What follows belongs to an exercise in optimizing a design on an open flow for small area; a production flow would make more cautious choices. RTL that was checked went through simulation tests only; none was proved equivalent to the original. No functional check of the RTL was part of run 4. No activity file was given, so power comes from the tool's default toggle rates.

==> flow/design.v <==
`timescale 1ns / 1ps
module chia8xung
#(parameter N= 30, M = 20000000) 
( input wire clk,reset,
 output wire [7:0]q );
reg [N-1:0] r_reg01H,r_reg1H,r_reg10H,r_reg100H,r_reg1000H,r_reg10000H,r_reg100000H,r_reg1000000H;
wire [N-1:0] 
r_next01H,r_next1H,r_next10H,r_next100H,r_next1000H,r_next10000H,r_next100000H,r_next1000000H;
always @(posedge clk,posedge reset)
if (reset)
begin
r_reg01H<=0;
r_reg1H<=0;
r_reg10H<=0;
r_reg100H<=0;
r_reg1000H<=0;
r_reg10000H<=0;
r_reg100000H<=0;
r_reg1000000H<=0;
end
else begin
r_reg01H<=r_next01H;
r_reg1H<=r_next1H;
r_reg10H<=r_next10H;
r_reg100H<=r_next100H;
r_reg1000H<=r_next1000H;
r_reg10000H<=r_next10000H;
r_reg100000H<=r_next100000H;
r_reg1000000H<=r_next1000000H; end
assign r_next01H = (r_reg01H==M)?0:r_reg01H + 1;
assign r_next1H = (r_reg1H==M/10)?0:r_reg1H + 1;
assign r_next10H = (r_reg10H==M/100)?0:r_reg10H + 1;
assign r_next100H = (r_reg100H==M/1000)?0:r_reg100H + 1;
assign r_next1000H = (r_reg1000H==M/10000)?0:r_reg1000H + 1;
assign r_next10000H = (r_reg10000H==M/100000)?0:r_reg10000H + 1;
assign r_next100000H = (r_reg100000H==M/1000000)?0:r_reg100000H + 1;
assign r_next1000000H = (r_reg1000000H==M/10000000)?0:r_reg1000000H + 1;
assign q[7]=(r_reg01H<M/2)?0:1;
assign q[6]=(r_reg1H<M/20)?0:1;
assign q[5]=(r_reg10H<M/200)?0:1;
assign q[4]=(r_reg100H<M/2000)?0:1;
assign q[3]=(r_reg1000H<M/20000)?0:1;
assign q[2]=(r_reg10000H<M/200000)?0:1;
assign q[1]=(r_reg100000H<M/2000000)?0:1;
assign q[0]=(r_reg1000000H<M/20000000)?0:1;
endmodule
`timescale 1ns / 1ps
module mux8to1(
input [7:0] d,
input [2:0] s,
input wire En,
output reg y);
always @(d, s, En)
if (En == 1)
case (s)
3'b000: y = d[0];
3'b001: y = d[1];
3'b010: y = d[2];
3'b011: y = d[3];
3'b100: y = d[4];
3'b101: y = d[5];
3'b110: y = d[6];
3'b111: y = d[7];
endcase
else y = 0;
endmodule
`timescale 1ns / 1ps
module dem8bit
#(parameter N= 8)
(input wire clk,reset,tick,ud,
output wire [7:0]q );
reg [N-1:0] r_reg;
reg t_prev;
wire [N-1:0] r_next;
always @(posedge clk, posedge reset) 
if (reset)
begin
r_reg<=0;
t_prev<=0;
end
else 
begin
t_prev<=tick;
if (tick & ~t_prev)
r_reg<=r_next;
end
assign r_next = (ud==0)?r_reg + 1:r_reg - 1;
assign q=r_reg;
endmodule
`timescale 1ns / 1ps
module CounterUD(
input wire clk, reset, En,
input wire [2:0] SW,
input wire UD,
output wire [7:0]LED,
output wire [7:0]Dao );
wire [7:0]f;
wire clk_o;
chia8xung a1 (clk, reset, f) ;
mux8to1 a2(f,SW,En,clk_o);
dem8bit a3 (clk,reset,clk_o,UD,LED);
assign Dao = ~LED;
endmodule
==> flow/run.sh <==
#!/bin/bash
# synth_recipe.tcl (not shown) runs the flow's synth.tcl, then flattens the netlist and writes it again
# the make line also repeats each setting of config.mk as NAME=value (left out here)
make -C /OpenROAD-flow-scripts/flow DESIGN_CONFIG=/design/flow/config.mk WORK_HOME=/design/flow/orfs CLKGATE_MAP_FILE= SYNTH_SCRIPT=/design/flow/synth_recipe.tcl finish
==> flow/config.mk <==
export PLATFORM = sky130hd
export DESIGN_NAME = CounterUD
export DESIGN_NICKNAME = CounterUD
export VERILOG_FILES = /design/flow/design.v
export SDC_FILE = /design/flow/constraint.sdc
export NUM_CORES = 4
export LEC_CHECK = 0
export CAP_MARGIN = 20
export CORE_MARGIN = 2
export CORE_UTILIZATION = 40
export SLEW_MARGIN = 20
==> flow/constraint.sdc <==
create_clock -name core_clock -period 10.0 [get_ports {clk}]
set_input_delay 2.0000 -clock core_clock [delete_from_list [all_inputs] [get_ports {clk}]]
set_output_delay 2.0000 -clock core_clock [all_outputs]
set_load 0.01 [all_outputs]
==> impl_metrics.csv, run 1 <==
group,metric,value,unit
timing,setup_violations,0,
outcome,outcome,"timing/DRC/antenna clean",
yosys,synth.avg_cell_area,10.4,sq um
worst_setup_path,cp_num_cells,7,
timing,timing.final.crit_share,38.6,%
yosys,synthMostInstantiatedCell,"dfrtp_1",
timing,slew_headroom,34.7,%
yosys,synth_edf_count,0,
floorplan,fp.dieH,176,um
global_route,grt_max_degree,141,
yosys,ys_ff_latch,249,
place,place_ws,5.56,ns
clock_tree,numCtsBuffers,29,
worst_hold_path,hold_path_depth,1,
worst_setup_path,critPathLaunchType,"primary input",
place,numPortBuffers,22,
worst_setup_path,crit_required,10.42,ns
place,dp_hpwl,14.8,mm
global_route,grt_pass1_wl,38.0,mm
yosys,yosys_warnings,3,
clock_tree,post_cts_buffers,0,
worst_setup_path,arrival,4.28,ns
layout,drive_gt1_share,5.56,%
power_and_ir_drop,leakagePower,6.10,nW
routing,ant_nets,0,
clock_tree,clock_latency,0.54,ns
power_and_ir_drop,ir_drop,0.000114,V
floorplan,core-area,29400,sq um
yosys,netlist_area,11900,sq um
worst_setup_path,cp_slowest_stage_delay,0.71,ns
worst_setup_path,cp_top_family,"simple AND/OR/NAND/NOR gates",
routing,vias,8147,
yosys,seq_area_frac_synth,52.5,%
yosys,synth_cell_types,54,
floorplan,die_area,31000,sq um
worst_setup_path,path_buf_inv,1,
yosys,yosysTopAreaCell,"dfrtp_1",
place,placed_cell_area,12600,sq um
timing,worstMarginPinSlew,0.979,ns
timing,finalHoldViolations,0,
worst_setup_path,cpMaxStageDelayCell,"or4b_2",
clock_tree,post_cts_resized,0,
timing,finalSetupTns,0,ns
timing,clock_skew,0.0173,ns
worst_hold_path,holdCritPathClass,"register to register",
floorplan,die_w,176,um
global_route,grt_util_all_layers,14.5,%
routing,drc,0,
routing,routed_wl,21.7,mm
floorplan,rows,63,
global_route,grt_overflow,0,
layout,fin_util,46.1,%
global_route,first_global_vias,7982,
yosys,synth_ff_type,"dfrtp_1",
layout,syn_to_final_growth,14.2,%
clock_tree,clock_sinks,249,
worst_setup_path,crit_path_end_kind,"register",
global_route,antenna_found_initial,1,
yosys,async_flop_share,100,%
timing,timing.fmax,259,MHz
clock_tree,cts_buffer_depth,3,
clock_tree,hold_buffers,0,
clock_tree,clkTransAtPathRegs,0.06,ns
worst_setup_path,path_cells,"clkdlybuf4s50_1, or4b_2, o41ai_1, nor4_1, o311ai_4, nor2_1, xnor2_1",
floorplan,start_util,40.3,%
clock_tree,clockRootBuffer,"clkbuf_16",
timing,setup_slack,6.14,ns
routing,dr.pass1.iters,5,
run,cap_viol_max_count,0,
power_and_ir_drop,powerDensity,170,nW/um^2
clock_tree,h-tree-depth,1,
yosys,synth_fp_nets,1170,
timing,min_period,3.86,ns
worst_setup_path,reg2reg_depth,7,
yosys,synth_top_area_share,52.5,%
place,gp_congestion,0.774,
clock_tree,cts_tree,"done",
timing,slew_violations,0,
routing,wl_per_cell,13.6,um
timing,rsz0062_at_grt,"false",
worst_setup_path,cp_max_fo,14,
layout,fin_area,13500,sq um
floorplan,ios,23,
layout,nets,1217,
routing,first_iter_violations,445,
worst_setup_path,setup.worst_path.class,"primary input to register",
yosys,ys_top_cells_by_count,"249 x dfrtp_1, 157 x xnor2_1, 121 x nor2_1",
routing,via_per_inst,5.10,
yosys,synth.area.top_cells,"dfrtp_1 53%, xnor2_1 12%, xor2_1 5.3%",
yosys,synth_cells,1139,
-- stage by stage --
step / std cells / total power, W / hold WS [ns]
finish: 1597 / 0.00230 / 0.469
global route: 1596 / 0.00240 / 0.480
CTS: 1596 / 0.00234 / 0.470
detailed placement: 1545 / 0.00126 / 0.459
global placement: 1545 / 0.00126 / 0.460
floorplan: 1139 / 0.00117 / 0.443
-- cell type report --
type	count	area (sq um)
fillers	2751	15900
clock buffers	40	837
repair buffers	28	265
diodes	1	2.50
clock inverters	11	134
multi-input cells	834	5410
inverters	44	173
well taps	390	488
flip-flops and latches	249	6230
-- cell usage in the layout (no fill, tap or decap), drive strengths merged, types with 2 or more instances in the layout --
cell type	instances
a21oi	7
nor2	121
and4	15
nand4bb	2
clkinv	7
or3	7
buf	6
nor4b	4
clkdlybuf4s50	22
nor3b	2
nand3	108
nand2	91
inv	45
a21o	2
nor2b	8
a211oi	3
o21ai	15
or4	6
dfrtp	249
xnor2	157
and3	39
clkbuf	40
ha	23
nand2b	3
and2	4
nor4	41
o211ai	4
xor2	72
o31a	2
nand4	49
nand4b	5
bufinv	3
o41ai	2
or2	2
nor3	29
-- cell families (layout without fill, tap and decap cells) --
logic type | count (synthesis) | count (layout) | share of synthesized area, %
buffers and inverters | 56 | 123 | 1.90
XOR/XNOR | 229 | 229 | 16.9
AO/OA/AOI/OAI | 42 | 42 | 2.47
adder cells (fa/ha/maj) | 24 | 24 | 2.60
AND/OR/NAND/NOR | 539 | 539 | 23.6
flip-flops | 249 | 249 | 52.5
other | 0 | 1 | 0
-- path summary, 6_finish.rpt --
path / startpoint / end / slack (ns)
worst max-delay path: SW[0] / a3.r_reg[7] / 6.14
max in group asynchronous: reset / a1.r_reg100H[28] / 6.52
worst min register to register: a1.r_reg10H[29] / a1.r_reg10H[29] / 0.47
worst max register to register: a1.r_reg1H[13] / a3.r_reg[7] / 7.43
min in group asynchronous: reset / a1.r_reg10H[3] / 2.03
worst min-delay path: a1.r_reg10H[29] / a1.r_reg10H[29] / 0.47
-- report_power, final --
group	total (W)	switching (W)	internal, W
clock network	0.00106	0.000404	0.000656
registers	0.00104	0.0000176	0.00102
logic	0.000195	0.0000970	0.0000979
total	0.00230	0.000518	0.00178
-- layer usage --
layer	track usage, %	vias to the layer above	wire [um]
li1	-	4038	-
met1	20.1	3997	10800
met2	23.7	85	9740
met3	2.67	27	853
met4	3.27	0	292
met5	0	-	0
==> run 2: changes to the inputs <==
==> flow/design.v (replaced) <==
module CounterUD(
input wire clk, reset, En,
input wire [2:0] SW,
input wire UD,
output wire [7:0] LED,
output wire [7:0] Dao );
reg ca, cb;  
reg [2:0] r7;
reg [6:0] r67;
reg [9:0] r667;
reg [12:0] r6667;
reg [16:0] r66667;
reg [19:0] r666667;
reg [19:0] r952381;
reg [7:1] fr;
reg p;
reg [7:0] cnt;
wire fb7 = ~(r7[2] ^ r7[1]);
wire e67 = (r67 == 7'd55);
wire fb67 = ~(r67[6] ^ r67[0]) ^ e67;
wire e667 = (r667 == 10'd587);
wire fb667 = ~(r667[9] ^ r667[6]) ^ e667;
wire e6667 = (r6667 == 13'd4920);
wire fb6667 = ~(r6667[12] ^ r6667[0] ^ r6667[1] ^ r6667[4]) ^ e6667;
wire e66667 = (r66667 == 17'd56286);
wire fb66667 = ~(r66667[16] ^ r66667[2]) ^ e66667;
wire e666667 = (r666667 == 20'd344611);
wire fb666667 = ~(r666667[19] ^ r666667[16]) ^ e666667;
wire e952381 = (r952381 == 20'd126811);
wire fb952381 = ~(r952381[19] ^ r952381[2]) ^ e952381;
wire set1 = ~ca & (r7 == 3'd3);
wire clr1 = cb & (r7 == 3'd4);
wire set2 = ~ca & (r67 == 7'd11);
wire clr2 = cb & e67;
wire set3 = ~ca & (r667 == 10'd594);
wire clr3 = cb & e667;
wire set4 = ~ca & (r6667 == 13'd8101);
wire clr4 = cb & e6667;
wire set5 = ~ca & (r66667 == 17'd40949);
wire clr5 = cb & e66667;
wire set6 = ~ca & (r666667 == 20'd485048);
wire clr6 = cb & e666667;
wire set7 = ~ca & (r7 == 3'd3) & (r952381 == 20'd704423);
wire clr7 = cb & (r7 == 3'd4) & e952381;
wire [7:0] f = {fr, ca};
wire s = En & f[SW];
always @(posedge clk, posedge reset)
if (reset) begin
  ca <= 1'b0; cb <= 1'b0;
  r7 <= 3'd0;
  r67 <= 7'd111;
  r667 <= 10'd150;
  r6667 <= 13'd1648;
  r66667 <= 17'd112573;
  r666667 <= 20'd689223;
  r952381 <= 20'd253622;
  fr <= 7'd0; p <= 1'b0; cnt <= 8'd0;
end else begin
  ca <= ~cb; cb <= ca & ~cb;
  r7 <= {r7[1:0], fb7};
  r67 <= {r67[5:0], fb67};
  r667 <= {r667[8:0], fb667};
  r6667 <= {r6667[11:0], fb6667};
  r66667 <= {r66667[15:0], fb66667};
  r666667 <= {r666667[18:0], fb666667};
  r952381 <= {r952381[18:0], fb952381};
  fr[1] <= set1 | (fr[1] & ~clr1);
  fr[2] <= set2 | (fr[2] & ~clr2);
  fr[3] <= set3 | (fr[3] & ~clr3);
  fr[4] <= set4 | (fr[4] & ~clr4);
  fr[5] <= set5 | (fr[5] & ~clr5);
  fr[6] <= set6 | (fr[6] & ~clr6);
  fr[7] <= set7 | (fr[7] & ~clr7);
  p <= s;
  if (s & ~p) cnt <= UD ? cnt - 8'd1 : cnt + 8'd1;
end
assign LED = cnt;
assign Dao = ~cnt;
endmodule
==> run 2 against run 1 <==
Via count decreased by 74%. Routed wire length decreased by 73%. Highest routed layer unchanged. Sequential power decreased by 55%. Clock power decreased by 75%. Area after synthesis decreased by 68%. Fmax increased by 1.8%. Largest power group is now registers. Non-clock buffer count decreased by 5. Largest cell class unchanged.
==> impl_metrics.csv, run 2 <==
group,metric,value,unit
worst_setup_path,critPathLaunch,"UD",
timing,finalSetupTns,0,ns
place,numPortBuffers,22,
timing,worstMarginPinSlew,0.777,ns
routing,ant_nets,0,
power_and_ir_drop,powerDensity,211,nW/um^2
worst_setup_path,rrSetupSlack,8.04,ns
global_route,first_global_vias,2139,
clock_tree,clock_latency,0.37,ns
global_route,use_met1,18.3,%
clock_tree,post_cts_buffers,0,
floorplan,start_util,41.2,%
worst_setup_path,reg2reg_depth,5,
routing,via_per_inst,4.87,
layout,drive_gt1_share,23.3,%
timing,rsz0062_at_grt,"false",
yosys,synth.area.top_cells,"dfrtp_1 39%, dfstp_2 34%, ha_1 2.0%",
run,cap_viol_max_count,0,
layout,fill_cells,814,
worst_setup_path,crit_path_end_kind,"register",
power_and_ir_drop,leakagePower,1.80,nW
place,dp_hpwl,3.98,mm
clock_tree,clock_sinks,108,
layout,layout_commonest_cell,"dfrtp_1",
worst_setup_path,crit_path_end,"cnt[6]",
global_route,use_met2,19.0,%
outcome,outcome,"timing/DRC/antenna clean",
clock_tree,numCtsBuffers,9,
yosys,seq_area_frac_synth,72.6,%
worst_setup_path,crit_required,10.27,ns
power_and_ir_drop,p_switching,0.000251,W
timing,slew_headroom,47.9,%
global_route,grt_max_degree,66,
floorplan,die_area,10300,sq um
clock_tree,cts_buffer_depth,2,
yosys,ys_ff_latch,108,
layout,fin_area,4390,sq um
worst_setup_path,reg2reg_from,"ca",
timing,min_period,3.79,ns
worst_hold_path,holdCritPathClass,"register to register",
timing,finalHoldViolations,0,
worst_setup_path,critPathLaunchType,"primary input",
worst_setup_path,arrival,4.06,ns
global_route,grt_overflow,0,
worst_setup_path,setup.worst_path.class,"primary input to register",
yosys,synth_top_area_share,38.8,%
timing,whs,0.366,ns
floorplan,die_w,102,um
yosys,yosys_warnings,1,
worst_hold_path,hold_path_depth,0,
layout,syn_to_final_growth,15.2,%
worst_setup_path,path_cells,"clkdlybuf4s50_1, inv_1, fa_1, nand2b_1, a21oi_1, o21a_1, o21ai_0, a31o_2",
power_and_ir_drop,p_sw_share,27.1,%
clock_tree,clkTransAtPathRegs,0.11,ns
power_and_ir_drop,ir_drop,0.0000900,V
worst_setup_path,cpMaxStageDelayCell,"clkdlybuf4s50_1",
yosys,synth_ff_type,"dfrtp_1",
layout,biggestRegsByFlops,"r666667: 20 flops, r952381: 20 flops, r66667: 17 flops",
global_route,top_usage_layer,"met2",
routing,wl_per_cell,13.7,um
place,placed_cell_area,4190,sq um
power_and_ir_drop,p_int,0.000674,W
clock_tree,clockRootBuffer,"clkbuf_8",
worst_setup_path,timing.rr.end,"cnt[7]",
yosys,synth_fp_nets,276,
timing,clock_skew,0.0125,ns
power_and_ir_drop,clkPwrFrac,28.3,%
floorplan,rows,35,
clock_tree,h-tree-depth,3,
routing,routed_wl,5.88,mm
yosys,synthMostInstantiatedCell,"dfrtp_1",
timing,setup_violations,0,
timing,slew_violations,0,
layout,multiInputGateArea,983,sq um
yosys,netlist_area,3810,sq um
clock_tree,cts_tree,"done",
yosys,yosysTopAreaCell,"dfrtp_1",
routing,vias,2089,
place,gp_congestion,0.734,
clock_tree,hold_buffers,0,
layout,regArea,2760,sq um
worst_setup_path,cp_max_fo,7,
yosys,synth_edf_count,0,
floorplan,core-area,9240,sq um
power_and_ir_drop,seqPwrFrac,50.4,%
yosys,ys_top_cells_by_count,"59 x dfrtp_1, 49 x dfstp_2, 15 x nand2_1",
yosys,synth.avg_cell_area,14.5,sq um
global_route,use_met3,4.83,%
timing,timing.final.crit_share,37.9,%
worst_setup_path,cp_slowest_stage_delay,0.65,ns
timing,timing.fmax,264,MHz
yosys,synth_cell_types,44,
clock_tree,post_cts_resized,0,
routing,first_iter_violations,90,
yosys,async_flop_share,100,%
routing,drc,0,
floorplan,fp.dieH,102,um
power_and_ir_drop,combPwrFrac,21.3,%
layout,insertedDiodeCount,0,
layout,final_cell_mix,"59 x dfrtp_1, 49 x dfstp_2, 22 x clkdlybuf4s50_1, 15 x nand2_1",
floorplan,ios,23,
yosys,synth_cells,262,
global_route,antenna_found_initial,0,
routing,dr.pass1.iters,4,
global_route,grt_util_all_layers,13.0,%
layout,nets,309,
global_route,grt_pass1_wl,10.3,mm
-- run 2: cell count changes in the layout (fill, tap and decap cells not counted), moves of 31 or more --
cell     previous run  this run
inv_1              43        12
xor2_1             72         4
nor4_1             39         2
xnor2_1           157         7
nand3_1           108         7
nor2_1            121        14
nand4_1            48         4
dfstp_2             0        49
dfrtp_1           249        59
and3_1             39         2
nand2_1            91        15
-- run 2: power by group through the flow --
stage | registers, W | clock network, W | logic (W)
2_1_floorplan | 0.000480 | 0 | 0.000105
3_3_place_gp | 0.000474 | 0 | 0.000196
3_5_place_dp | 0.000474 | 0 | 0.000199
4_1_cts | 0.000467 | 0.000274 | 0.000199
5_1_grt | 0.000469 | 0.000290 | 0.000221
6_report | 0.000466 | 0.000262 | 0.000197
-- run 2: critical path: cells and delay by family --
kind                     cells  cell delay [ns]
buffers and inverters        2             0.80
AO/OA/AOI/OAI                4             0.62
adder cells (fa/ha/maj)      1             0.47
AND/OR/NAND/NOR              1             0.18
-- run 2: metal layers --
layer / part of all wire, % / up-vias
li1: - / 994
met1: 49 / 1063
met2: 46 / 25
met3: 3.8 / 7
met4: 0.80 / 0
met5: 0 / -
-- run 2: layout make-up --
type / count / share of cell area (%)
Clock buffer: 9 / 2.82
Clock inverter: 7 / 1.74
Inverter: 13 / 1.17
Multi-Input combinational cell: 140 / 22.4
Sequential cell: 108 / 63.0
Tap cell: 129 / 3.68
Timing Repair Buffer: 23 / 5.19
-- run 2: how the worst min path moves through the flow --
stage	from	endpoint	slack [ns]
6_report	r66667[15]	r66667[16]	0.37
5_1_grt	r66667[15]	r66667[16]	0.36
4_1_cts	r66667[15]	r66667[16]	0.36
3_5_place_dp	r66667[7]	r66667[8]	0.36
3_3_place_gp	r666667[5]	r666667[6]	0.35
2_1_floorplan	r667[5]	r667[6]	0.35
-- run 2: kinds of logic (layout without fill, tap and decap cells) --
logic type               Yosys count  after routing  share of synthesized area, %
multiplexers                       5              5                          2.17
buffers and inverters             14             52                          1.58
AND/OR/NAND/NOR                   83             83                          13.2
XOR/XNOR                          11             11                          2.53
AO/OA/AOI/OAI                     34             34                          5.39
adder cells (fa/ha/maj)            7              7                          2.50
flip-flops                       108            108                          72.6
-- run 2: metrics by stage --
step | utilization (%) | worst slack, ns | cells | power (W)
2_1_floorplan | - | 5.24 | 262 | 0.000585
3_3_place_gp | 45.3 | 5.83 | 413 | 0.000670
3_5_place_dp | 45.3 | 5.81 | 413 | 0.000673
4_1_cts | 47.5 | 6.22 | 429 | 0.000940
5_1_grt | 47.5 | 6.07 | 429 | 0.000980
6_report | 47.5 | 6.21 | 429 | 0.000925
==> run 3: changes to the inputs <==
==> flow/design.v (replaced) <==
module CounterUD(
input wire clk, reset, En,
input wire [2:0] SW,
input wire UD,
output wire [7:0] LED,
output wire [7:0] Dao );
reg ca, cb;  
reg [2:0] r1;  
reg [6:0] r2;  
reg [9:0] r3;  
reg [12:0] r4;  
reg [16:0] r5;  
reg [19:0] r6;  
reg [19:0] r7;  
reg [7:1] fr;
reg p;
reg [7:0] cnt;
wire fb1 = ~(r1[2] ^ r1[1]);
wire e2 = ((r2 & 7'd101) == 7'd4);
wire e3 = ((r3 & 10'd863) == 10'd73);
wire e4 = ((r4 & 13'd8179) == 13'd7218);
wire e5 = ((r5 & 17'd98259) == 17'd18688);
wire e6 = ((r6 & 20'd491503) == 20'd279595);
wire e7 = ((r7 & 20'd1048559) == 20'd57610);
wire set1 = ~ca & ((r1 & 3'd1) == 3'd1);
wire clr1 = cb & ((r1 & 3'd7) == 3'd4);
wire set2 = ~ca & ((r2 & 7'd25) == 7'd1);
wire clr2 = cb & e2;
wire set3 = ~ca & ((r3 & 10'd821) == 10'd0);
wire clr3 = cb & e3;
wire set4 = ~ca & ((r4 & 13'd7918) == 13'd4236);
wire clr4 = cb & e4;
wire set5 = ~ca & ((r5 & 17'd40446) == 17'd38914);
wire clr5 = cb & e5;
wire set6 = ~ca & ((r6 & 20'd786382) == 20'd60166);
wire clr6 = cb & e6;
wire set7 = ~ca & ((r1 & 3'd3) == 3'd3) & ((r7 & 20'd753591) == 20'd218117);
wire clr7 = cb & e7 & ((r1 & 3'd5) == 3'd4);
wire [7:0] f = {fr, ca};
wire s = En & f[SW];
always @(posedge clk, posedge reset)
if (reset) begin
  ca <= 1'b0; cb <= 1'b0;
  r1 <= 3'd0;
  r2 <= 7'd9;
  r3 <= 10'd18;
  r4 <= 13'd4196;
  r5 <= 17'd70160;
  r6 <= 20'd559188;
  r7 <= 20'd49684;
  fr <= 7'd0; p <= 1'b0; cnt <= 8'd0;
end else begin
  ca <= ~cb; cb <= ca & ~cb;
  r1 <= {r1[1:0], fb1};
  r2 <= {r2[5], r2[4], r2[3], r2[2], r2[1], r2[0], (r2[6] ^ r2[5]) ^ e2};
  r3 <= {r3[8], r3[7], r3[6] ^ e3, r3[5], r3[4], r3[3], r3[2], r3[1], r3[0], ~(r3[9] ^ r3[6])};
  r4 <= {r4[11], r4[10] ^ e4, r4[9], r4[8], r4[7], r4[6], r4[5], r4[4], r4[3], r4[2], r4[1], r4[0], ~(r4[12] ^ r4[2])};
  r5 <= {r5[15], r5[14] ^ e5, r5[13], r5[12], r5[11], r5[10], r5[9], r5[8], r5[7], r5[6], r5[5], r5[4], r5[3], r5[2], r5[1], r5[0], (r5[16] ^ r5[2])};
  r6 <= {r6[18], r6[17], r6[16], r6[15], r6[14], r6[13], r6[12], r6[11], r6[10], r6[9], r6[8], r6[7], r6[6], r6[5], r6[4], r6[3], r6[2], r6[1], r6[0] ^ e6, ~(r6[19] ^ r6[2])};
  r7 <= {r7[18], r7[17], r7[16], r7[15] ^ e7, r7[14], r7[13], r7[12], r7[11], r7[10], r7[9], r7[8], r7[7], r7[6], r7[5], r7[4], r7[3], r7[2], r7[1], r7[0], (r7[19] ^ r7[2])};
  fr[1] <= set1 | (fr[1] & ~clr1);
  fr[2] <= set2 | (fr[2] & ~clr2);
  fr[3] <= set3 | (fr[3] & ~clr3);
  fr[4] <= set4 | (fr[4] & ~clr4);
  fr[5] <= set5 | (fr[5] & ~clr5);
  fr[6] <= set6 | (fr[6] & ~clr6);
  fr[7] <= set7 | (fr[7] & ~clr7);
  p <= s;
  if (s & ~p) cnt <= UD ? cnt - 8'd1 : cnt + 8'd1;
end
assign LED = cnt;
assign Dao = ~cnt;
endmodule
==> run 3 against run 2 <==
Critical path depth is the same. Fmax is 0.87% lower. Critical endpoint unchanged. Via count decreased by 4.7%. Register-to-register slack got worse by 0.02 ns. Core utilization is 0.46 points lower. Cell count shrank 7.7%. Still clean. Critical path type unchanged. Worst setup slack lost 0.033 ns. Flip-flop and latch count did not move. Count of clock-buffer cells in the layout unchanged.
==> impl_metrics.csv, run 3 <==
group,metric,value,unit
global_route,grt_pass1_wl,10.4,mm
power_and_ir_drop,p_switching,0.000265,W
floorplan,die_w,100,um
timing,setup_violations,0,
clock_tree,hold_buffers,0,
global_route,first_global_vias,2056,
routing,drc,0,
timing,rsz0062_at_grt,"false",
yosys,yosys_warnings,1,
clock_tree,clock_sinks,108,
timing,clock_skew,0.00581,ns
place,gp_congestion,0.739,
layout,final_cell_mix,"85 x dfrtp_1, 23 x dfstp_2, 22 x clkdlybuf4s50_1, 15 x inv_1, 12 x nand2_1",
timing,timing.final.crit_share,38.3,%
yosys,seq_area_frac_synth,73.7,%
global_route,grt_max_degree,84,
clock_tree,clock_latency,0.36,ns
timing,slew_headroom,51.3,%
routing,ant_nets,0,
floorplan,rows,35,
clock_tree,cts_buffer_depth,2,
power_and_ir_drop,combPwrFrac,21.8,%
worst_setup_path,arrival,4.08,ns
yosys,async_flop_share,100,%
yosys,synth_ff_type,"dfrtp_1",
power_and_ir_drop,ir_drop,0.0000926,V
worst_setup_path,critPathLaunchType,"primary input",
routing,dr.pass1.iters,4,
yosys,netlist_area,3710,sq um
power_and_ir_drop,p_int,0.000683,W
clock_tree,h-tree-depth,3,
worst_hold_path,holdCritPathClass,"register to register",
timing,worstMarginPinSlew,0.726,ns
yosys,synth_fp_nets,262,
clock_tree,cts_tree,"done",
layout,syn_to_final_growth,15.6,%
layout,drive_gt1_share,15.1,%
layout,biggestRegsByFlops,"r6: 20 flops, r7: 20 flops, r5: 17 flops",
yosys,synth.avg_cell_area,15.0,sq um
timing,min_period,3.83,ns
timing,timing.fmax,261,MHz
power_and_ir_drop,powerDensity,221,nW/um^2
power_and_ir_drop,clkPwrFrac,29.0,%
place,numPortBuffers,22,
worst_setup_path,cp_max_fo,7,
layout,nets,295,
yosys,synth_cell_types,44,
yosys,synthMostInstantiatedCell,"dfrtp_1",
run,cap_viol_max_count,0,
layout,layout_commonest_cell,"dfrtp_1",
yosys,synth_edf_count,0,
yosys,synth.area.top_cells,"dfrtp_1 57%, dfstp_2 16%, ha_1 2.4%",
clock_tree,clkTransAtPathRegs,0.10,ns
timing,whs,0.360,ns
worst_setup_path,crit_required,10.26,ns
floorplan,start_util,40.7,%
floorplan,ios,23,
yosys,ys_top_cells_by_count,"85 x dfrtp_1, 23 x dfstp_2, 16 x inv_1",
clock_tree,numCtsBuffers,9,
yosys,synth_cells,247,
power_and_ir_drop,leakagePower,1.87,nW
yosys,synth_top_area_share,57.4,%
routing,via_per_inst,5.03,
clock_tree,post_cts_resized,0,
routing,wl_per_cell,14.7,um
routing,vias,1990,
timing,slew_violations,0,
routing,first_iter_violations,55,
place,dp_hpwl,3.97,mm
worst_setup_path,setup.worst_path.class,"primary input to register",
layout,insertedDiodeCount,0,
yosys,ys_ff_latch,108,
clock_tree,post_cts_buffers,0,
floorplan,die_area,10100,sq um
floorplan,core-area,9110,sq um
routing,routed_wl,5.81,mm
timing,finalHoldViolations,0,
power_and_ir_drop,seqPwrFrac,49.2,%
power_and_ir_drop,p_sw_share,28.0,%
global_route,antenna_found_initial,0,
floorplan,fp.dieH,100,um
yosys,yosysTopAreaCell,"dfrtp_1",
outcome,outcome,"timing/DRC/antenna clean",
global_route,grt_overflow,0,
global_route,grt_util_all_layers,13.3,%
timing,finalSetupTns,0,ns
layout,fin_util,47.0,%
worst_setup_path,crit_path_end_kind,"register",
clock_tree,clockRootBuffer,"clkbuf_8",
==> run 3: logic make-up after synthesis <==
group | after synthesis | synth area share [%]
AO/OA/AOI/OAI | 32 | 5.57
XOR/XNOR | 11 | 2.60
adder cells (fa/ha/maj) | 8 | 2.90
buffers and inverters | 17 | 1.92
flip-flops | 108 | 73.7
multiplexers | 4 | 1.96
AND/OR/NAND/NOR | 67 | 11.4
==> run 3: area by class of cell <==
type | instances | area (sq um)
Sequential cell | 108 | 2730
Tap cell | 111 | 139
Clock inverter | 7 | 91.3
Inverter | 16 | 62.6
Multi-Input combinational cell | 122 | 905
Clock buffer | 9 | 124
Fill cell | 786 | 4820
Timing Repair Buffer | 23 | 231
==> run 3: through the flow <==
stage                     std cells  cell area, sq um  setup WS (ns)  total power, W
after floorplan                 247              3710           5.19        0.000590
after global placement          380              4070           5.89        0.000679
after detailed placement        380              4070           5.80        0.000683
after CTS                       396              4280           6.19        0.000959
after global routing            396              4280           6.05         0.00100
final                           396              4280           6.17        0.000948
==> run 3: worst paths after layout <==
path                            start      to  slack (ns)  cells past startpoint
max in group asynchronous       reset  cnt[1]        7.09                      3
worst min-delay path            r2[1]   r2[2]        0.36                      0
worst min register to register  r2[1]   r2[2]        0.36                      0
min in group asynchronous       reset   r2[6]        1.93                      2
worst max register to register     ca  cnt[7]        8.02                      5
worst max-delay path               UD  cnt[6]        6.17                      8
==> run 3: layer usage <==
layer,vias to the layer above,global-route usage (%),part of all wire [%]
met2,32,19.5,46
met3,7,3.83,3.5
met1,1011,19.1,49
li1,940,-,-
met4,0,4.43,1.3
met5,-,0,0
==> run 3: power groups by stage <==
stage / combinational (W) / clock, W / sequential [W]
2_1_floorplan: 0.000109 / 0 / 0.000481
3_3_place_gp: 0.000204 / 0 / 0.000476
3_5_place_dp: 0.000208 / 0 / 0.000475
4_1_cts: 0.000208 / 0.000284 / 0.000467
5_1_grt: 0.000231 / 0.000304 / 0.000469
6_report: 0.000207 / 0.000275 / 0.000467
==> run 3: worst max-delay path, cell delays in order <==
cell	delay, ns
clkdlybuf4s50_1	0.63
inv_1	0.14
fa_1	0.48
nand2b_1	0.18
a21oi_1	0.18
o21a_1	0.14
o21ai_0	0.08
a31o_2	0.23
==> run 4: changes to the inputs <==
--- a/flow/design.v
+++ b/flow/design.v
@@ -38,6 +38,13 @@
 wire clr7 = cb & e7 & ((r1 & 3'd5) == 3'd4);
 wire [7:0] f = {fr, ca};
 wire s = En & f[SW];
+wire [7:0] x = cnt ^ {8{UD}};
+wire [7:0] tg;
+assign tg[0] = s & ~p;
+genvar i;
+generate for (i = 1; i < 8; i = i + 1) begin : g_tg
+  assign tg[i] = tg[i-1] & x[i-1];
+end endgenerate
 always @(posedge clk, posedge reset)
 if (reset) begin
   ca <= 1'b0; cb <= 1'b0;
@@ -66,7 +73,7 @@
   fr[6] <= set6 | (fr[6] & ~clr6);
   fr[7] <= set7 | (fr[7] & ~clr7);
   p <= s;
-  if (s & ~p) cnt <= UD ? cnt - 8'd1 : cnt + 8'd1;
+  cnt <= cnt ^ tg;
 end
 assign LED = cnt;
 assign Dao = ~cnt;
==> flow/flow/run.sh (new file) <==
#!/bin/bash
# Standard ORFS layout (standard.sh), with two changes that only affect buffer choice:
# port buffers use buf_1 and CTS uses clkbuf_8 without dummy loads.
set -euo pipefail
export BUFFER_PORTS_ARGS="-buffer_cell sky130_fd_sc_hd__buf_1"
export CTS_ARGS="-sink_clustering_enable -repair_clock_nets -dont_use_dummy_load -buf_list sky130_fd_sc_hd__clkbuf_8"
bash standard.sh finish > run_standard.log 2>&1
==> flow/standard.sh (new file) <==
#!/bin/bash
# synth_recipe.tcl (not shown) runs the flow's synth.tcl, then flattens the netlist and writes it again
# the make line also repeats each setting of config.mk as NAME=value (left out here)
make -C /OpenROAD-flow-scripts/flow DESIGN_CONFIG=/design/flow/config.mk WORK_HOME=/design/flow/orfs CLKGATE_MAP_FILE= SYNTH_SCRIPT=/design/flow/synth_recipe.tcl "${@:-finish}"
removed: flow/run.sh
==> run 4 against run 3 <==
Fmax up 23%. Critical endpoint is now Dao[0]. Power is 18% lower. Count of clock-buffer cells in the layout did not move. Routed wire length decreased by 3.1%. First-iteration DRC count grew 15%. Register-to-register slack improved by 0.33 ns. Die area is 1.0% lower. Design area fell by 6.6%. Worst hold slack worse by 0.023 ns. Combinational power fell by 53%. Clock skew rose by 0.023 ns. Via count down 5.7%.
==> impl_metrics.csv, run 4 <==
group,metric,value,unit
floorplan,die_w,99.8,um
routing,wl_per_cell,15.0,um
timing,worstMarginPinSlew,0.793,ns
floorplan,die_area,9950,sq um
timing,setup_violations,0,
global_route,grt_util_all_layers,12.7,%
clock_tree,clockRootBuffer,"clkbuf_8",
place,dp_hpwl,3.72,mm
worst_hold_path,hold_start,"r3[7]",
timing,finalSetupTns,0,ns
floorplan,fp.dieH,99.8,um
routing,first_iter_violations,63,
global_route,first_global_vias,1913,
clock_tree,numCtsBuffers,9,
routing,routed_wl,5.63,mm
worst_setup_path,cp_slowest_stage_delay,0.46,ns
place,numPortBuffers,22,
outcome,outcome,"timing/DRC/antenna clean",
timing,finalHoldViolations,0,
yosys,synth_top_area_share,58.0,%
layout,layout_commonest_cell,"dfrtp_1",
floorplan,rows,34,
clock_tree,clkTransAtPathRegs,0.09,ns
global_route,antenna_found_initial,0,
routing,drc,0,
yosys,yosys_warnings,1,
place,placed_cell_area,3880,sq um
global_route,grt_max_degree,69,
layout,syn_to_final_growth,9.08,%
global_route,grt_overflow,0,
layout,nets,277,
timing,timing.fmax,323,MHz
yosys,ys_top_cells_by_count,"85 x dfrtp_1, 23 x dfstp_2, 15 x xnor2_1",
yosys,netlist_area,3670,sq um
routing,dr.pass1.iters,5,
clock_tree,post_cts_buffers,0,
worst_setup_path,arrival,1.10,ns
clock_tree,clock_latency,0.36,ns
worst_setup_path,cpMaxStageDelayCell,"dfrtp_1",
worst_setup_path,critPathLaunch,"cnt[0]",
clock_tree,post_cts_resized,0,
yosys,async_flop_share,100,%
yosys,synth_fp_nets,245,
layout,fin_util,45.4,%
power_and_ir_drop,powerDensity,194,nW/um^2
power_and_ir_drop,leakagePower,1.69,nW
clock_tree,hold_buffers,0,
yosys,yosysTopAreaCell,"dfrtp_1",
yosys,synth_cells,237,
timing,slew_headroom,47.1,%
layout,final_cell_mix,"85 x dfrtp_1, 23 x dfstp_2, 22 x buf_1, 15 x xnor2_1, 13 x inv_1",
run,cap_viol_max_count,0,
yosys,synth_ff_type,"dfrtp_1",
layout,insertedDiodeCount,0,
timing,whs,0.337,ns
timing,slew_violations,0,
routing,vias,1876,
clock_tree,clock_sinks,108,
yosys,seq_area_frac_synth,74.5,%
worst_hold_path,holdCritPathClass,"register to register",
power_and_ir_drop,ir_drop,0.0000690,V
layout,drive_gt1_share,16.5,%
global_route,grt_pass1_wl,9.74,mm
layout,biggestRegsByFlops,"r6: 20 flops, r7: 20 flops, r5: 17 flops",
place,gp_congestion,0.736,
yosys,synth_edf_count,0,
layout,fin_area,4000,sq um
timing,min_period,3.10,ns
routing,via_per_inst,5.00,
yosys,synth.avg_cell_area,15.5,sq um
worst_setup_path,cp_max_fo,7,
timing,rsz0062_at_grt,"false",
floorplan,ios,23,
yosys,ys_ff_latch,108,
clock_tree,cts_tree,"done",
floorplan,start_util,41.6,%
timing,clock_skew,0.0290,ns
yosys,synth.area.top_cells,"dfrtp_1 58%, dfstp_2 16%, xnor2_1 3.6%",
worst_setup_path,crit_path_end_kind,"output pin",
floorplan,core-area,8810,sq um
yosys,synthMostInstantiatedCell,"dfrtp_1",
routing,ant_nets,0,
worst_setup_path,rrSetupSlack,8.35,ns
worst_setup_path,setup.worst_path.class,"register to output pin",
yosys,synth_cell_types,42,
timing,timing.final.crit_share,31.0,%
worst_setup_path,critPathLaunchType,"register",
clock_tree,h-tree-depth,3,
clock_tree,cts_buffer_depth,2,
worst_setup_path,reg2reg_from,"ca",
worst_setup_path,crit_required,8.00,ns
worst_setup_path,path_cells,"inv_1, buf_1",
[run 4: cell types whose count changed after synthesis, sizes merged, moves of 3 or more]
| cell | before | now |
|---|---|---|
| ha | 7 | 1 |
| o21ai | 11 | 5 |
| xnor2 | 9 | 15 |
| nor4 | 5 | 10 |
| a21oi | 6 | 2 |
| nand2 | 12 | 8 |
| o211ai | 3 | 0 |
[run 4: kinds of logic (layout without fill, tap and decap cells)]
group                      after synthesis  in the layout  synth area share [%]
DFF                                    108            108                  74.5
buffers and inverters                   16             46                  1.94
muxes                                    4              4                  1.16
and+or+nand+nor                         72             72                  13.9
xor gates and xnor gates                17             17                  4.06
AOI/OAI and AO/OA                       19             19                  4.09
adders and majority gates                1              1                 0.341
[run 4: area by class of cell]
type | count | area [sq um]
Multi-Input combinational cell | 113 | 865
Tap cell | 108 | 135
Timing Repair Buffer | 23 | 90.1
Inverter | 14 | 55.1
Clock buffer | 9 | 124
Fill cell | 782 | 4810
Sequential cell | 108 | 2730
[run 4: path summary, 6_finish.rpt]
kind                       endpoint  depth (start not counted)
min in group asynchronous     r1[0]                          2
max                          Dao[0]                          2
max reg2reg                  cnt[7]                          4
min                           r3[8]                          0
min reg2reg                   r3[8]                          0
max in group asynchronous     r6[7]                          3
[run 4: where the power goes]
| part | leakage [nW] | internal, W | total (W) | switching (W) |
|---|---|---|---|---|
| Combinational | 0.310 | 0.0000367 | 0.0000965 | 0.0000598 |
| Clock | 0.0647 | 0.0000811 | 0.000206 | 0.000125 |
| Sequential | 1.31 | 0.000452 | 0.000472 | 0.0000201 |
[run 4: metrics by stage]
step / power, W / cells / setup WS, ns
finish: 0.000774 / 375 / 6.90
floorplan: 0.000545 / 237 / 5.19
CTS: 0.000784 / 375 / 6.88
global placement: 0.000577 / 366 / 6.67
detailed placement: 0.000579 / 366 / 6.56
global route: 0.000818 / 375 / 6.78
[run 4: per-layer routing]
layer | share of wire [%] | vias up | GRT usage [%]
li1 | - | 885 | -
met1 | 54 | 947 | 19.8
met5 | 0 | - | 0
met3 | 4.1 | 10 | 4.08
met2 | 41 | 34 | 16.1
met4 | 1.7 | 0 | 5.69
[run 4: worst max-delay path, delay by kind of cell (launching register included)]
family	cells	cell delay (ns)
DFF	1	0.46
buffers and inverters	2	0.29
==> run 5: changes to the inputs <==
--- a/flow/design.v
+++ b/flow/design.v
@@ -59,12 +59,12 @@
 end else begin
   ca <= ~cb; cb <= ca & ~cb;
   r1 <= {r1[1:0], fb1};
-  r2 <= {r2[5], r2[4], r2[3], r2[2], r2[1], r2[0], (r2[6] ^ r2[5]) ^ e2};
-  r3 <= {r3[8], r3[7], r3[6] ^ e3, r3[5], r3[4], r3[3], r3[2], r3[1], r3[0], ~(r3[9] ^ r3[6])};
-  r4 <= {r4[11], r4[10] ^ e4, r4[9], r4[8], r4[7], r4[6], r4[5], r4[4], r4[3], r4[2], r4[1], r4[0], ~(r4[12] ^ r4[2])};
-  r5 <= {r5[15], r5[14] ^ e5, r5[13], r5[12], r5[11], r5[10], r5[9], r5[8], r5[7], r5[6], r5[5], r5[4], r5[3], r5[2], r5[1], r5[0], (r5[16] ^ r5[2])};
-  r6 <= {r6[18], r6[17], r6[16], r6[15], r6[14], r6[13], r6[12], r6[11], r6[10], r6[9], r6[8], r6[7], r6[6], r6[5], r6[4], r6[3], r6[2], r6[1], r6[0] ^ e6, ~(r6[19] ^ r6[2])};
-  r7 <= {r7[18], r7[17], r7[16], r7[15] ^ e7, r7[14], r7[13], r7[12], r7[11], r7[10], r7[9], r7[8], r7[7], r7[6], r7[5], r7[4], r7[3], r7[2], r7[1], r7[0], (r7[19] ^ r7[2])};
+  r2 <= {r2[5], r2[4], r2[3], r2[2], r2[1], r2[0], ((r2[6] ^ r2[5]) | e2)};
+  r3 <= {r3[8], r3[7], (r3[6] & ~e3), r3[5], r3[4], r3[3], r3[2], r3[1], r3[0], ~(r3[9] ^ r3[6])};
+  r4 <= {r4[11], (r4[10] & ~e4), r4[9], r4[8], r4[7], r4[6], r4[5], r4[4], r4[3], r4[2], r4[1], r4[0], ~(r4[12] ^ r4[2])};
+  r5 <= {r5[15], (r5[14] & ~e5), r5[13], r5[12], r5[11], r5[10], r5[9], r5[8], r5[7], r5[6], r5[5], r5[4], r5[3], r5[2], r5[1], r5[0], (r5[16] ^ r5[2])};
+  r6 <= {r6[18], r6[17], r6[16], r6[15], r6[14], r6[13], r6[12], r6[11], r6[10], r6[9], r6[8], r6[7], r6[6], r6[5], r6[4], r6[3], r6[2], r6[1], (r6[0] & ~e6), ~(r6[19] ^ r6[2])};
+  r7 <= {r7[18], r7[17], r7[16], (r7[15] & ~e7), r7[14], r7[13], r7[12], r7[11], r7[10], r7[9], r7[8], r7[7], r7[6], r7[5], r7[4], r7[3], r7[2], r7[1], r7[0], (r7[19] ^ r7[2])};
   fr[1] <= set1 | (fr[1] & ~clr1);
   fr[2] <= set2 | (fr[2] & ~clr2);
   fr[3] <= set3 | (fr[3] & ~clr3);
==> flow/flow/run.sh (replaced) <==
#!/bin/bash
# Standard ORFS layout (standard.sh), with two changes that only affect buffer choice:
# port buffers use buf_1 and CTS uses clkbuf_8 without dummy loads.
set -euo pipefail
export BUFFER_PORTS_ARGS="-buffer_cell sky130_fd_sc_hd__buf_1"
export CTS_ARGS="-sink_clustering_enable -repair_clock_nets -dont_use_dummy_load -buf_list sky130_fd_sc_hd__clkbuf_16 -sink_clustering_size 100 -sink_clustering_max_diameter 500"
bash standard.sh finish > run_standard.log 2>&1
==> run 5 against run 4 <==
Worst setup slack got worse by 0.15 ns. Worst hold slack better by 0.021 ns. Critical path depth increased by 3. Design area rose by 1.9%.
==> impl_metrics.csv, run 5 <==
group,metric,value,unit
floorplan,core-area,8760,sq um
worst_setup_path,cp_max_fo,9,
floorplan,rows,34,
place,dp_hpwl,3.76,mm
clock_tree,hold_buffers,0,
timing,slew_violations,0,
routing,wl_per_cell,15.2,um
routing,ant_nets,0,
floorplan,fp.dieH,99.5,um
worst_hold_path,holdCritPathClass,"register to register",
routing,dr.pass1.iters,4,
global_route,first_global_vias,1910,
worst_setup_path,setup.worst_path.class,"primary input to register",
timing,worstMarginPinSlew,0.978,ns
timing,timing.fmax,307,MHz
clock_tree,clock_sinks,108,
clock_tree,post_cts_buffers,0,
yosys,synth_fp_nets,246,
yosys,synth_cell_types,41,
layout,final_cell_mix,"85 x dfrtp_1, 23 x dfstp_2, 22 x buf_1, 14 x xnor2_1, 12 x inv_1",
worst_setup_path,arrival,3.46,ns
routing,drc,0,
yosys,ys_top_cells_by_count,"85 x dfrtp_1, 23 x dfstp_2, 14 x xnor2_1",
timing,setup_violations,0,
timing,finalHoldViolations,0,
worst_setup_path,cpMaxStageDelayCell,"or3b_2",
clock_tree,clockRootBuffer,"clkbuf_16",
layout,syn_to_final_growth,11.8,%
global_route,grt_pass1_wl,9.56,mm
global_route,grt_overflow,0,
worst_setup_path,crit_path_end_kind,"register",
clock_tree,cts_tree,"done",
timing,finalSetupTns,0,ns
routing,routed_wl,5.73,mm
yosys,yosys_warnings,1,
clock_tree,numCtsBuffers,9,
floorplan,start_util,41.6,%
layout,drive_gt1_share,16.0,%
worst_setup_path,crit_required,10.21,ns
timing,clock_skew,0.0198,ns
yosys,seq_area_frac_synth,74.9,%
timing,setup_slack,6.75,ns
place,place_ws,6.43,ns
yosys,synth_cells,238,
place,numPortBuffers,22,
yosys,synth.avg_cell_area,15.3,sq um
yosys,netlist_area,3640,sq um
yosys,ys_ff_latch,108,
power_and_ir_drop,ir_drop,0.0000716,V
worst_setup_path,cp_slowest_stage_delay,0.48,ns
yosys,yosysTopAreaCell,"dfrtp_1",
routing,first_iter_violations,62,
timing,rsz0062_at_grt,"false",
floorplan,ios,23,
routing,vias,1847,
global_route,grt_max_degree,84,
clock_tree,clock_latency,0.34,ns
layout,biggestRegsByFlops,"r6: 20 flops, r7: 20 flops, r5: 17 flops",
outcome,outcome,"timing/DRC/antenna clean",
clock_tree,h-tree-depth,3,
place,gp_congestion,0.740,
timing,min_period,3.25,ns
timing,slew_headroom,34.8,%
global_route,antenna_found_initial,0,
run,cap_viol_max_count,0,
worst_setup_path,critPathLaunchType,"primary input",
yosys,synthMostInstantiatedCell,"dfrtp_1",
floorplan,die_w,99.5,um
clock_tree,post_cts_resized,0,
power_and_ir_drop,leakagePower,1.73,nW
layout,layout_commonest_cell,"dfrtp_1",
timing,timing.final.crit_share,32.5,%
clock_tree,clkTransAtPathRegs,0.07,ns
yosys,synth_top_area_share,58.4,%
yosys,synth_ff_type,"dfrtp_1",
floorplan,die_area,9890,sq um
yosys,synth.area.top_cells,"dfrtp_1 58%, dfstp_2 17%, xnor2_1 3.4%",
layout,nets,278,
yosys,synth_edf_count,0,
global_route,grt_util_all_layers,12.6,%
worst_setup_path,path_cells,"buf_1, or3b_2, o21ai_0, or4b_1, xnor2_1",
routing,via_per_inst,4.91,
power_and_ir_drop,powerDensity,209,nW/um^2
clock_tree,cts_buffer_depth,2,
layout,insertedDiodeCount,0,
yosys,async_flop_share,100,%
[run 5: cell types whose count changed in the layout (fill, tap and decap cells not counted), sizes merged, moves of 3 or more]
cell	change
nor4b	-3
nand4b	+3
o21ai	+3
nand3	+5
nor4	-3
[run 5: cell families (layout without fill, tap and decap cells)]
| kind of cell | Yosys count | count (layout) | share of synthesized area (%) |
|---|---|---|---|
| DFF | 108 | 108 | 74.9 |
| and+or+nand+nor | 75 | 75 | 13.6 |
| AOI/OAI and AO/OA | 19 | 19 | 4.19 |
| xor gates and xnor gates | 16 | 16 | 3.84 |
| buffers and inverters | 15 | 45 | 1.96 |
| muxes | 4 | 4 | 1.17 |
| adders and majority gates | 1 | 1 | 0.343 |
[run 5: worst max-delay path: cells and delay by family]
| kind | cells | cell delay, ns |
|---|---|---|
| compound gates | 1 | 0.08 |
| simple gates | 2 | 0.94 |
| buf+inv | 1 | 0.30 |
| xor+xnor | 1 | 0.14 |
[run 5: path summary, 6_finish.rpt]
| path | from | depth (start not counted) | slack (ns) | endpoint |
|---|---|---|---|---|
| setup / recovery | UD | 5 | 6.75 | cnt[2] |
| hold / removal | r2[1] | 0 | 0.36 | r2[2] |
| setup reg to reg | ca | 4 | 8.19 | cnt[2] |
| hold reg to reg | r2[1] | 0 | 0.36 | r2[2] |
| max in group asynchronous | reset | 3 | 7.09 | r2[4] |
| min in group asynchronous | reset | 2 | 1.62 | r7[7] |
[run 5: metal layers]
layer	up-vias	share of wire, %	track usage, %
li1	893	-	-
met1	920	52	18.3
met2	24	43	17.7
met3	10	2.9	4.22
met4	0	1.5	4.74
met5	-	0	0
[run 5: final cells by class]
cell class,count,area (sq um)
repair buffers,23,90.1
fillers,764,4690
inverters,13,51.3
well taps,108,135
flip-flops and latches,108,2730
clock buffers,9,225
multi-input cells,115,842
[run 5: where the power goes]
part | internal (W) | switching [W]
Sequential | 0.000452 | 0.0000208
Clock | 0.000159 | 0.000132
Combinational | 0.0000354 | 0.0000531
Total | 0.000646 | 0.000206
[run 5: metrics by stage]
step	cells	hold WS, ns	total power (W)	area, sq um	utilization (%)
finish	376	0.358	0.000852	4080	46.5
global route	376	0.370	0.000896	4080	46.5
CTS	376	0.361	0.000864	4080	46.5
detailed placement	367	0.339	0.000570	3850	43.9
global placement	367	0.337	0.000570	3850	43.9
floorplan	238	0.331	0.000543	3640	-
==> run 6: changes to the inputs <==
==> flow/flow/run.sh (replaced) <==
#!/bin/bash
# Standard ORFS layout (standard.sh), with two changes that only affect buffer choice:
# port buffers use buf_1 and CTS uses clkbuf_8 without dummy loads.
set -euo pipefail
export BUFFER_PORTS_ARGS="-buffer_cell sky130_fd_sc_hd__buf_1"
export CTS_ARGS="-sink_clustering_enable -repair_clock_nets -dont_use_dummy_load -buf_list sky130_fd_sc_hd__clkbuf_8 -sink_clustering_size 30 -sink_clustering_max_diameter 300"
bash standard.sh finish > run_standard.log 2>&1
==> run 6 against run 5 <==
Sequential power barely moved. Clock power decreased by 31%. Power shrank 11%. Die area unchanged. Routed wire length decreased by 2.2%. Worst hold slack lost 0.0049 ns. Register-to-register slack lost 0.02 ns. Core utilization down 1.2 points. Flip-flop and latch count unchanged. Fmax grew 0.70%. Worst setup slack improved by 0.023 ns. Highest routed layer unchanged.
==> impl_metrics.csv, run 6 <==
group,metric,value,unit
layout,fin_util,45.3,%
layout,layout_commonest_cell,"dfrtp_1",
clock_tree,clockRootBuffer,"clkbuf_8",
yosys,synth_edf_count,0,
clock_tree,h-tree-depth,3,
clock_tree,clock_sinks,108,
timing,slew_headroom,35.2,%
yosys,yosys_warnings,1,
floorplan,fp.dieH,99.5,um
clock_tree,post_cts_resized,0,
routing,via_per_inst,4.91,
yosys,yosysTopAreaCell,"dfrtp_1",
routing,drc,0,
yosys,synth_cell_types,41,
worst_setup_path,crit_path_end_kind,"register",
yosys,synth.area.top_cells,"dfrtp_1 58%, dfstp_2 17%, xnor2_1 3.4%",
routing,routed_wl,5.61,mm
global_route,use_met2,17.5,%
worst_setup_path,critPathLaunchType,"primary input",
power_and_ir_drop,powerDensity,192,nW/um^2
yosys,synth_ff_type,"dfrtp_1",
floorplan,die_area,9890,sq um
global_route,grt_max_degree,84,
yosys,ys_top_cells_by_count,"85 x dfrtp_1, 23 x dfstp_2, 14 x xnor2_1",
routing,ant_nets,0,
timing,min_period,3.23,ns
global_route,grt_overflow,0,
clock_tree,numCtsBuffers,9,
timing,rsz0062_at_grt,"false",
power_and_ir_drop,total_power,0.000761,W
clock_tree,cts_buffer_depth,2,
routing,dr.pass1.iters,4,
clock_tree,clkTransAtPathRegs,0.10,ns
timing,timing.final.crit_share,32.3,%
timing,finalHoldViolations,0,
clock_tree,clock_latency,0.35,ns
global_route,use_met1,18.0,%
yosys,async_flop_share,100,%
worst_hold_path,holdCritPathClass,"register to register",
yosys,synth_fp_nets,246,
routing,wl_per_cell,14.9,um
layout,final_cell_mix,"85 x dfrtp_1, 23 x dfstp_2, 22 x buf_1, 14 x xnor2_1, 12 x inv_1",
routing,first_iter_violations,75,
power_and_ir_drop,ir_drop,0.0000743,V
floorplan,core-area,8760,sq um
global_route,antenna_found_initial,0,
layout,nets,278,
timing,whs,0.353,ns
yosys,synth_top_area_share,58.4,%
timing,worstMarginPinSlew,0.972,ns
yosys,seq_area_frac_synth,74.9,%
global_route,first_global_vias,1894,
layout,insertedDiodeCount,0,
layout,syn_to_final_growth,9.03,%
yosys,synth.avg_cell_area,15.3,sq um
layout,biggestRegsByFlops,"r6: 20 flops, r7: 20 flops, r5: 17 flops",
worst_setup_path,arrival,3.45,ns
timing,setup_violations,0,
yosys,netlist_area,3640,sq um
worst_setup_path,cp_max_fo,9,
clock_tree,hold_buffers,0,
yosys,ys_ff_latch,108,
worst_setup_path,rrSetupSlack,8.17,ns
timing,clock_skew,0.0309,ns
timing,slew_violations,0,
floorplan,rows,34,
floorplan,start_util,41.6,%
global_route,grt_util_all_layers,12.3,%
place,gp_congestion,0.740,
floorplan,ios,23,
outcome,outcome,"timing/DRC/antenna clean",
run,cap_viol_max_count,0,
place,numPortBuffers,22,
yosys,synthMostInstantiatedCell,"dfrtp_1",
worst_setup_path,setup.worst_path.class,"primary input to register",
place,dp_hpwl,3.76,mm
layout,drive_gt1_share,16.0,%
global_route,top_usage_layer,"met1",
worst_setup_path,crit_required,10.22,ns
power_and_ir_drop,leakagePower,1.68,nW
global_route,grt_pass1_wl,9.39,mm
floorplan,die_w,99.5,um
routing,vias,1846,
clock_tree,post_cts_buffers,0,
yosys,synth_cells,238,
timing,timing.fmax,310,MHz
timing,finalSetupTns,0,ns
global_route,use_met3,3.79,%
clock_tree,cts_tree,"done",
-- run 6: layout make-up --
class,instances,area (sq um)
clock buffer,9,124
fill,771,4790
inverter,13,51.3
multi-input combinational,115,842
sequential,108,2730
tap,108,135
timing repair buffer,23,90.1
-- run 6: cells by family after synthesis --
| group | count (synthesis) | synth area share [%] |
|---|---|---|
| adders and majority gates | 1 | 0.343 |
| xor gates and xnor gates | 16 | 3.84 |
| muxes | 4 | 1.17 |
| buffers and inverters | 15 | 1.96 |
| AOI/OAI and AO/OA | 19 | 4.19 |
| DFF | 108 | 74.9 |
| and+or+nand+nor | 75 | 13.6 |
-- run 6: metrics by stage --
step                      instance area [sq um]  worst slack [ns]  cells
after floorplan                            3640              5.19    238
after global placement                     3850              6.48    367
after detailed placement                   3850              6.43    367
after CTS                                  3970              6.79    376
after global routing                       3970              6.70    376
final                                      3970              6.77    376
-- run 6: power breakdown --
group / internal [W] / total, W / leakage [nW] / switching [W]
combinational: 0.0000354 / 0.0000884 / 0.305 / 0.0000530
clock: 0.0000811 / 0.000201 / 0.0647 / 0.000120
sequential: 0.000451 / 0.000472 / 1.31 / 0.0000205
total: 0.000568 / 0.000761 / 1.68 / 0.000193
-- run 6: per-layer routing --
layer | vias up | wire [um] | part of all wire [%]
li1 | 895 | - | -
met1 | 917 | 2890 | 52
met2 | 27 | 2470 | 44
met3 | 7 | 174 | 3.1
met4 | 0 | 75 | 1.3
met5 | - | 0 | 0
-- run 6: path summary, 6_finish.rpt --
kind,start,endpoint,cells past startpoint
max reg2reg,ca,cnt[2],4
min reg2reg,r2[4],r2[5],0
max,UD,cnt[2],5
max in group asynchronous,reset,r6[0],3
min,r2[4],r2[5],0
min in group asynchronous,reset,r7[7],2
-- run 6: worst max-delay path, cell delays in order --
cell and delay, ns:
buf_1 0.29, or3b_2 0.47, o21ai_0 0.08, or4b_1 0.46, xnor2_1 0.14
==> run 7: changes to the inputs <==
==> flow/flow/run.sh (replaced) <==
#!/bin/bash
# Standard ORFS layout (standard.sh), with two changes that only affect buffer choice:
# port buffers use buf_1 and CTS uses clkbuf_8 without dummy loads.
set -euo pipefail
export BUFFER_PORTS_ARGS="-buffer_cell sky130_fd_sc_hd__buf_1"
export CTS_ARGS="-sink_clustering_enable -repair_clock_nets -dont_use_dummy_load -buf_list sky130_fd_sc_hd__clkbuf_8"
bash standard.sh finish > run_standard.log 2>&1
==> run 7 against run 6 <==
Still clean. Combinational power about the same. Critical path depth unchanged. Non-clock buffer count did not move. Via count is the same. Fmax unchanged. Clock skew did not move. Worst hold slack did not move. Flip-flop and latch count unchanged. Largest power group unchanged.
==> impl_metrics.csv, run 7 <==
group,metric,value,unit
outcome,outcome,"timing/DRC/antenna clean",
timing,finalSetupTns,0,ns
routing,via_per_inst,4.91,
yosys,synth_cell_types,41,
place,numPortBuffers,22,
place,place_ws,6.43,ns
yosys,ys_ff_latch,108,
yosys,synth_edf_count,0,
floorplan,die_area,9890,sq um
worst_setup_path,crit_path_end_kind,"register",
layout,drive_gt1_share,16.0,%
global_route,grt_pass1_wl,9.39,mm
place,dp_hpwl,3.76,mm
routing,routed_wl,5.61,mm
layout,fill_cells,771,
yosys,synth.avg_cell_area,15.3,sq um
power_and_ir_drop,powerDensity,192,nW/um^2
worst_setup_path,arrival,3.45,ns
timing,timing.fmax,310,MHz
floorplan,start_util,41.6,%
layout,final_cell_mix,"85 x dfrtp_1, 23 x dfstp_2, 22 x buf_1, 14 x xnor2_1, 12 x inv_1",
floorplan,fp.dieH,99.5,um
floorplan,core-area,8760,sq um
yosys,synth_fp_nets,246,
routing,drc,0,
layout,syn_to_final_growth,9.03,%
clock_tree,clkTransAtPathRegs,0.10,ns
timing,setup_slack,6.77,ns
yosys,synth_cells,238,
yosys,yosysTopAreaCell,"dfrtp_1",
routing,wl_per_cell,14.9,um
layout,insertedDiodeCount,0,
timing,setup_violations,0,
layout,nets,278,
yosys,yosys_warnings,1,
power_and_ir_drop,leakagePower,1.68,nW
worst_setup_path,reg2reg_depth,4,
layout,instances_no_fill,376,
clock_tree,post_cts_resized,0,
timing,slew_headroom,35.2,%
worst_setup_path,crit_required,10.22,ns
layout,layout_commonest_cell,"dfrtp_1",
clock_tree,cts_tree,"done",
global_route,first_global_vias,1894,
yosys,ys_top_cells_by_count,"85 x dfrtp_1, 23 x dfstp_2, 14 x xnor2_1",
routing,vias,1846,
worst_setup_path,cp_max_fo,9,
timing,rsz0062_at_grt,"false",
place,gp_congestion,0.740,
yosys,synth_ff_type,"dfrtp_1",
routing,first_iter_violations,75,
timing,slew_violations,0,
routing,ant_nets,0,
clock_tree,clock_sinks,108,
clock_tree,clockRootBuffer,"clkbuf_8",
power_and_ir_drop,ir_drop,0.0000743,V
power_and_ir_drop,total_power,0.000761,W
timing,clock_skew,0.0309,ns
worst_setup_path,cpMaxStageDelayCell,"or3b_2",
global_route,grt_max_degree,84,
clock_tree,numCtsBuffers,9,
clock_tree,clock_latency,0.35,ns
floorplan,rows,34,
clock_tree,post_cts_buffers,0,
timing,finalHoldViolations,0,
worst_setup_path,critPathLaunchType,"primary input",
yosys,netlist_area,3640,sq um
worst_setup_path,cp_slowest_stage_delay,0.47,ns
yosys,synth.area.top_cells,"dfrtp_1 58%, dfstp_2 17%, xnor2_1 3.4%",
clock_tree,cts_buffer_depth,2,
floorplan,ios,23,
clock_tree,hold_buffers,0,
timing,min_period,3.23,ns
worst_setup_path,path_cells,"buf_1, or3b_2, o21ai_0, or4b_1, xnor2_1",
yosys,synthMostInstantiatedCell,"dfrtp_1",
timing,timing.final.crit_share,32.3,%
worst_hold_path,hold_path_depth,0,
worst_setup_path,setup.worst_path.class,"primary input to register",
routing,dr.pass1.iters,4,
floorplan,die_w,99.5,um
timing,worstMarginPinSlew,0.972,ns
worst_hold_path,holdCritPathClass,"register to register",
global_route,grt_util_all_layers,12.3,%
yosys,async_flop_share,100,%
layout,biggestRegsByFlops,"r6: 20 flops, r7: 20 flops, r5: 17 flops",
yosys,seq_area_frac_synth,74.9,%
timing,whs,0.353,ns
yosys,synth_top_area_share,58.4,%
global_route,antenna_found_initial,0,
clock_tree,h-tree-depth,3,
global_route,grt_overflow,0,
place,post-place-cells,367,
run,cap_viol_max_count,0,
==> run 7: cell counts in the layout (fill, tap and decap cells not counted) <==
No cell type changed its count.
==> run 7: final timing paths <==
path / startpoint / endpoint / slack (ns)
hold reg to reg: r2[4] / r2[5] / 0.35
setup reg to reg: ca / cnt[2] / 8.17
setup / recovery: UD / cnt[2] / 6.77
hold / removal: r2[4] / r2[5] / 0.35
max in group asynchronous: reset / r6[0] / 7.11
min in group asynchronous: reset / r7[7] / 1.59
==> run 7: layout make-up <==
cell class	count	area, sq um	share of cell area [%]
multi-input cells	115	842	21.2
repair buffers	23	90.1	2.27
well taps	108	135	3.40
clock buffers	9	124	3.12
flip-flops and latches	108	2730	68.7
inverters	13	51.3	1.29
==> run 7: power by group <==
group          switching, W  internal [W]   total, W  leakage [nW]
Combinational     0.0000530     0.0000354  0.0000884         0.305
Clock              0.000120     0.0000811   0.000201        0.0647
Sequential        0.0000205      0.000451   0.000472          1.31
Total              0.000193      0.000568   0.000761          1.68
==> run 7: critical path, delay by kind of cell <==
kind                   cells  cell delay, ns
buffers and inverters      1            0.29
AND/OR/NAND/NOR            2            0.93
XOR/XNOR                   1            0.14
AO/OA/AOI/OAI              1            0.08
==> run 7: per-stage QoR <==
step / cell area (sq um) / utilization [%]
6_report: 3970 / 45.3
3_3_place_gp: 3850 / 43.9
3_5_place_dp: 3850 / 43.9
5_1_grt: 3970 / 45.3
2_1_floorplan: 3640 / -
4_1_cts: 3970 / 45.3
==> run 7: per-layer routing <==
metal | global-route usage (%) | wire length (um) | up-vias
met5 | 0 | 0 | -
met4 | 4.11 | 75 | 0
met3 | 3.79 | 174 | 7
met2 | 17.5 | 2470 | 27
met1 | 18.0 | 2890 | 917
li1 | - | - | 895
==> run 7: kinds of logic (layout without fill, tap and decap cells) <==
logic type / Yosys count / after routing / share of synthesized area [%]
buffers and inverters: 15 / 45 / 1.96
multiplexers: 4 / 4 / 1.17
XOR/XNOR: 16 / 16 / 3.84
AO/OA/AOI/OAI: 19 / 19 / 4.19
flip-flops: 108 / 108 / 74.9
AND/OR/NAND/NOR: 75 / 75 / 13.6
adder cells (fa/ha/maj): 1 / 1 / 0.343

re-timing with driven ports:
No port has a modelled driver above. Below, the same layouts with a new extraction and two added sets of constraints. Step 1: set_driving_cell puts a clkbuf_16 on clk and a buf_2 on each other input, an assumption about the parent block. Step 2 times the ports against the registers' clock, not the clock port: input delays grow and output delays shrink by t, the midpoint of the rising clock arrivals with the driver on. Slacks: ideal ports / drivers / drivers and shift; pairs: ideal ports / drivers.
| run | t, ns | setup slack, ns | worst hold slack (ns) | slew at the worst register clock pin (ns) |
|---|---|---|---|---|
| run 1 | 0.584 | 6.137 / 6.165 / 5.581 | 0.469 / 0.469 / 0.469 | 0.06 / 0.06 |
| run 2 | 0.391 | 6.207 / 6.205 / 5.814 | 0.366 / 0.366 / 0.366 | 0.11 / 0.11 |
| run 3 | 0.386 | 6.174 / 6.177 / 5.791 | 0.360 / 0.360 / 0.360 | 0.10 / 0.10 |
| run 4 | 0.376 | 6.900 / 6.871 / 6.565 | 0.337 / 0.337 / 0.337 | 0.10 / 0.10 |
| run 5 | 0.365 | 6.747 / 6.760 / 6.395 | 0.358 / 0.358 / 0.358 | 0.07 / 0.07 |
| run 6 | 0.367 | 6.770 / 6.774 / 6.407 | 0.353 / 0.353 / 0.353 | 0.10 / 0.10 |
| run 7 | 0.367 | 6.770 / 6.774 / 6.407 | 0.353 / 0.353 / 0.353 | 0.10 / 0.10 |
After both steps every run listed still meets setup and hold. The setup slack of run 1, which loses most, moves by +0.028 ns with the drivers and by -0.556 ns with both steps.
